Source: an optimization exercise on an open RTL-to-GDS flow (aim: small area). Production flows keep margins and buffers that such runs may drop. The RTL was checked by simulation tests, not by an equivalence proof against the original design. No driver is modelled on the clock port, so clock power and skew are understated where the tree is cut down; a real chip needs a root buffer or a tree.

==> flow/design.v (excerpt) <==
module digital_clock(
    input clk,
    input reset,
    input direction,
    input shift_enable,
    input min_test_enable,
    input hr_test_enable,
    output [7:0] dig,
    output [7:0] ssd
    );
    reg [3:0] div_s_q;
    wire [3:0] div_s = div_s_q ^ 4'd0;
    wire [3:0] div_s_n;
    reg [2:0] div_r_q;
    wire [2:0] div_r = div_r_q ^ 3'd0;
    wire [2:0] div_r_n;
    reg [4:0] div_sec_q;
    wire [4:0] div_sec = div_sec_q ^ 5'd0;
    wire [4:0] div_sec_n;
    reg [0:0] clk_sec_q;
    wire [0:0] clk_sec = clk_sec_q ^ 1'd0;
    wire [0:0] clk_sec_n;
    reg [3:0] s0_q;
    wire [3:0] s0 = s0_q ^ 4'd0;
    wire [3:0] s0_n;
    reg [2:0] s1_q;
    wire [2:0] s1 = s1_q ^ 3'd0;
    wire [2:0] s1_n;
    reg [3:0] m0_q;
    wire [3:0] m0 = m0_q ^ 4'd0;
    wire [3:0] m0_n;
    reg [2:0] m1_q;
    wire [2:0] m1 = m1_q ^ 3'd0;
    wire [2:0] m1_n;
    reg [3:0] h0_q;
    wire [3:0] h0 = h0_q ^ 4'd0;
    wire [3:0] h0_n;
    reg [1:0] h1_q;
    wire [1:0] h1 = h1_q ^ 2'd0;
    wire [1:0] h1_n;
    reg [3:0] d0_q;
    wire [3:0] d0 = d0_q ^ 4'd0;
    wire [3:0] d0_n;
    reg [1:0] d1_q;
    wire [1:0] d1 = d1_q ^ 2'd0;
    wire [1:0] d1_n;
    reg [3:0] mo_q;
    wire [3:0] mo = mo_q ^ 4'd0;
    wire [3:0] mo_n;
    reg [4:0] off_q;
    wire [4:0] off = off_q ^ 5'd0;
    wire [4:0] off_n;
    reg [2:0] pos_q;
    wire [2:0] pos = pos_q ^ 3'd0;
    wire [2:0] pos_n;
    wire tick_s = div_s[3] & div_s[1];
    assign div_s_n = {div_s[2:0], div_s[3] ? div_s[2] : ~div_s[2] & ~(div_s[1] & div_s[0])};
    wire tick_r = div_r[2];
    assign div_r_n = {div_r[1] & ~div_r[0], div_r[0], ~div_r[2] & ~div_r[1]};
    wire sec_bit = min_test_enable ? div_sec[2] : hr_test_enable ? div_sec[0] : div_sec[4];
    wire sec_wrap = min_test_enable ? (div_sec[4] | div_sec[3] | (div_sec[2] & div_sec[1])) :
                    hr_test_enable ? (|div_sec) : (div_sec[4] & div_sec[3]);
    wire tick_sec = sec_bit & ~clk_sec;
    assign div_sec_n = sec_wrap ? 5'd0 : div_sec + 5'd1;
    assign clk_sec_n = sec_bit;
    wire s0_9 = s0[3] & s0[0];
    wire s1_5 = s1[2] & s1[0];
  ...
Size: ~22 I/O pins.
Settings: LEC_CHECK=0, CAP_MARGIN=20, CORE_MARGIN=2, CORE_UTILIZATION=60, PLACE_DENSITY=0.75, SLEW_MARGIN=20; clock period 10.0 ns.
standard.sh (not shown) runs the stock make flow with config.mk's settings and CLKGATE_MAP_FILE= SYNTH_SCRIPT=/design/flow/synth_recipe.tcl, a recipe that flattens the netlist after the stock synthesis.
==> flow/flow/run.sh <==
#!/bin/bash
# Own layout flow: the standard ORFS flow (standard.sh), with
#  - synthesis mapped for area (flow/synth.tcl): no adder-cell extraction, and the final ABC
#    mapping tried several ways (amap alone, and ABC's deepsyn and a mapping for each seed:map
#    pair in MY_ABC_TRIES), keeping the smallest; the registers come from
#    the same dfflibmap step as the standard synthesis,
#  - the smallest buffer (buf_1) for the port buffers,
set -euo pipefail
W=$(pwd)
export MY_ABC_TRIES="$(for s in $(seq 0 69); do printf '%s:0 ' $s; done; for s in $(seq 0 29); do printf '%s:1 ' $s; done)"
export MY_ABC_MAPS="amap,amap -F 50 -A 50"
export MY_ABC_DEEPSYN_J=200
export MY_CLK_CELLS="sky130_fd_sc_hd__buf_4 sky130_fd_sc_hd__buf_6 sky130_fd_sc_hd__buf_8 sky130_fd_sc_hd__buf_12 sky130_fd_sc_hd__clkbuf_16 sky130_fd_sc_hd__buf_16"
export MY_CLK_SLEW_NS=0.115
export MY_CLK_PORT=clk
bash standard.sh \
  SYNTH_SCRIPT=$W/flow/synth.tcl \
  BUFFER_PORTS_ARGS="-buffer_cell sky130_fd_sc_hd__buf_1" \
  PRE_CTS_TCL=$W/flow/cts_hook.tcl \
  finish > $W/flow_make.log 2>&1
==> flow/flow/synth.tcl <==
# The standard synthesis script (synth_recipe.tcl), with two changes to the cell mapping:
#  - no half/full adder extraction (the adder cells are larger than plain gates here),
#  - the final ABC mapping is tried several ways and the smallest result (by Yosys's cell area)
#    is kept: a plain "dch; amap" mapping, and ABC's &deepsyn AIG optimisation followed by a
#    mapping command, for each "seed:map" pair in MY_ABC_TRIES (map indexes the comma-separated
#    MY_ABC_MAPS). The tries run in parallel, NUM_CORES at a time, each in its own Yosys
#    process on a copy of the design; every try is deterministic, so the flow always gives
#    the same netlist.
# The registers come from the same dfflibmap step as the standard synthesis; ABC does not
# touch them.
proc synth {args} { yosys synth -nofsm -noshare {*}$args }
proc extract_fa {args} { }
proc my_cell_area {tag} {
  set f [file join $::env(OBJECTS_DIR) abc_try_$tag.txt]
  yosys tee -q -o $f stat -liberty [lindex $::env(LIB_FILES) 0]
  set fh [open $f r]
  set txt [read $fh]
  close $fh
  if {[regexp {Chip area for module[^:]*:\s*([0-9.]+)} $txt -> a]} { return $a }
  return 1e18
}
proc my_abc_script {tag lines} {
  set f [file join $::env(OBJECTS_DIR) abc_$tag.abc]
  set fh [open $f w]
  puts $fh [join $lines "\n"]
  close $fh
  return $f
}
proc abc {args} {
  set out {}
  set skip 0
  foreach a $args {
    if {$skip} { set skip 0; continue }
    if {$a eq "-script" || $a eq "-D" || $a eq "-constr"} { set skip 1; continue }
    lappend out $a
  }
  set scripts [list [my_abc_script plain {strash "dch -f" amap topo}]]
  set maps [split $::env(MY_ABC_MAPS) ","]
  foreach try $::env(MY_ABC_TRIES) {
    lassign [split $try :] s m
    lappend scripts [my_abc_script deep_s${s}_m$m [list strash "&get -n" "&deepsyn -J $::env(MY_ABC_DEEPSYN_J) -S $s" "&put" "dch -f" [lindex $maps $m] topo]]
  }
  # Each try runs in its own Yosys process on a copy of the design (NUM_CORES at a time) and
  # reports its area; the best try is then run again here (every try is deterministic).
  set dir [file join $::env(OBJECTS_DIR) abc_tries]
  file mkdir $dir
  yosys design -save my_pre_abc
  yosys write_rtlil [file join $dir pre_abc.il]
  set lib [lindex $::env(LIB_FILES) 0]
  set jobs [open [file join $dir jobs.txt] w]
  set i 0
  foreach s $scripts {
    set ys [file join $dir try_$i.ys]
    set fh [open $ys w]
    puts $fh "read_rtlil [file join $dir pre_abc.il]"
    puts $fh "abc -script $s $out"
    puts $fh "opt_clean"
    puts $fh "tee -q -o [file join $dir area_$i.txt] stat -liberty $lib"
    close $fh
    puts $jobs $ys
    incr i
  }
  close $jobs
  if {[info exists ::env(YOSYS_EXE)] && [file executable $::env(YOSYS_EXE)]} {
    set yosys_bin $::env(YOSYS_EXE)
  } else {
    set yosys_bin [info nameofexecutable]
  }
  exec bash -c "xargs -P $::env(NUM_CORES) -I @ $yosys_bin -q -l @.log -s @ < [file join $dir jobs.txt] > [file join $dir xargs.log] 2>&1 || true"
  set best 1e18
  set best_i 0
  for {set i 0} {$i < [llength $scripts]} {incr i} {
    set a 1e18
    set f [file join $dir area_$i.txt]
    if {[file exists $f]} {
      set fh [open $f r]
      set txt [read $fh]
      close $fh
      regexp {Chip area for module[^:]*:\s*([0-9.]+)} $txt -> a
    }
    puts "ABC script [file tail [lindex $scripts $i]]: area $a"
    if {$a < $best} { set best $a; set best_i $i }
  }
  yosys abc -script [lindex $scripts $best_i] {*}$out
  yosys opt_clean
  set best [my_cell_area kept]
  puts "ABC: kept area $best"
}
source $::env(SCRIPTS_DIR)/synth.tcl
# left out here: clear keep_hierarchy, flatten, clean up, hide names made inside functions, write 1_2_yosys.v
Other scripts of this flow, unchanged in this note and not shown: flow/flow/cts_hook.tcl
Then changed:
--- a/flow/flow/synth.tcl
+++ b/flow/flow/synth.tcl
@@ -4 +4 @@
-#    is kept: a plain "dch; amap" mapping, and ABC's &deepsyn AIG optimisation followed by a
+#    (after the tie-cell and pass-through buffer steps that follow it) is kept: a plain "dch; amap" mapping, and ABC's &deepsyn AIG optimisation followed by a
@@ -57,0 +58,7 @@
+    # the steps ORFS's synthesis runs after the mapping, so the area compared is the final one
+    puts $fh "splitnets"
+    puts $fh "opt_clean -purge"
+    puts $fh "hilomap -singleton -hicell $::env(TIEHI_CELL_AND_PORT) -locell $::env(TIELO_CELL_AND_PORT)"
+    if {$::env(SYNTH_INSBUF)} {
+      puts $fh "insbuf -buf $::env(MIN_BUF_CELL_AND_PORTS)"
+    }
=> The changed run finished with timing, DRC and antenna clean; utilization is unchanged; global-route usage does not change; synthesized area is unchanged; final cell count is unchanged.
In every run of this note, the design's own scripts or RTL, not TritonCTS, make the clock network.

==> afterwards: timing with drivers on the ports <==
No port has a modelled driver above. Below, the same layouts with a new extraction and two added sets of constraints. Step 1 assumes that a clkbuf_16 drives the clock port and a buf_2 every other input. Step 2 moves the port delays by t, midway between the first and last clock arrival at a register: inputs arrive t later, outputs are due t later. That takes back most of the time a late clock gives input paths. Three values: ideal, step 1, step 2; two values: the first two.
run	shift t [ns]	setup WS [ns]	slew at the worst register clock pin (ns)
the first run	0.180	3.594 / 3.540 / 3.721	0.10 / 0.10
the second run	0.180	3.594 / 3.540 / 3.721	0.10 / 0.10
After both steps setup and hold are still met in every run listed.
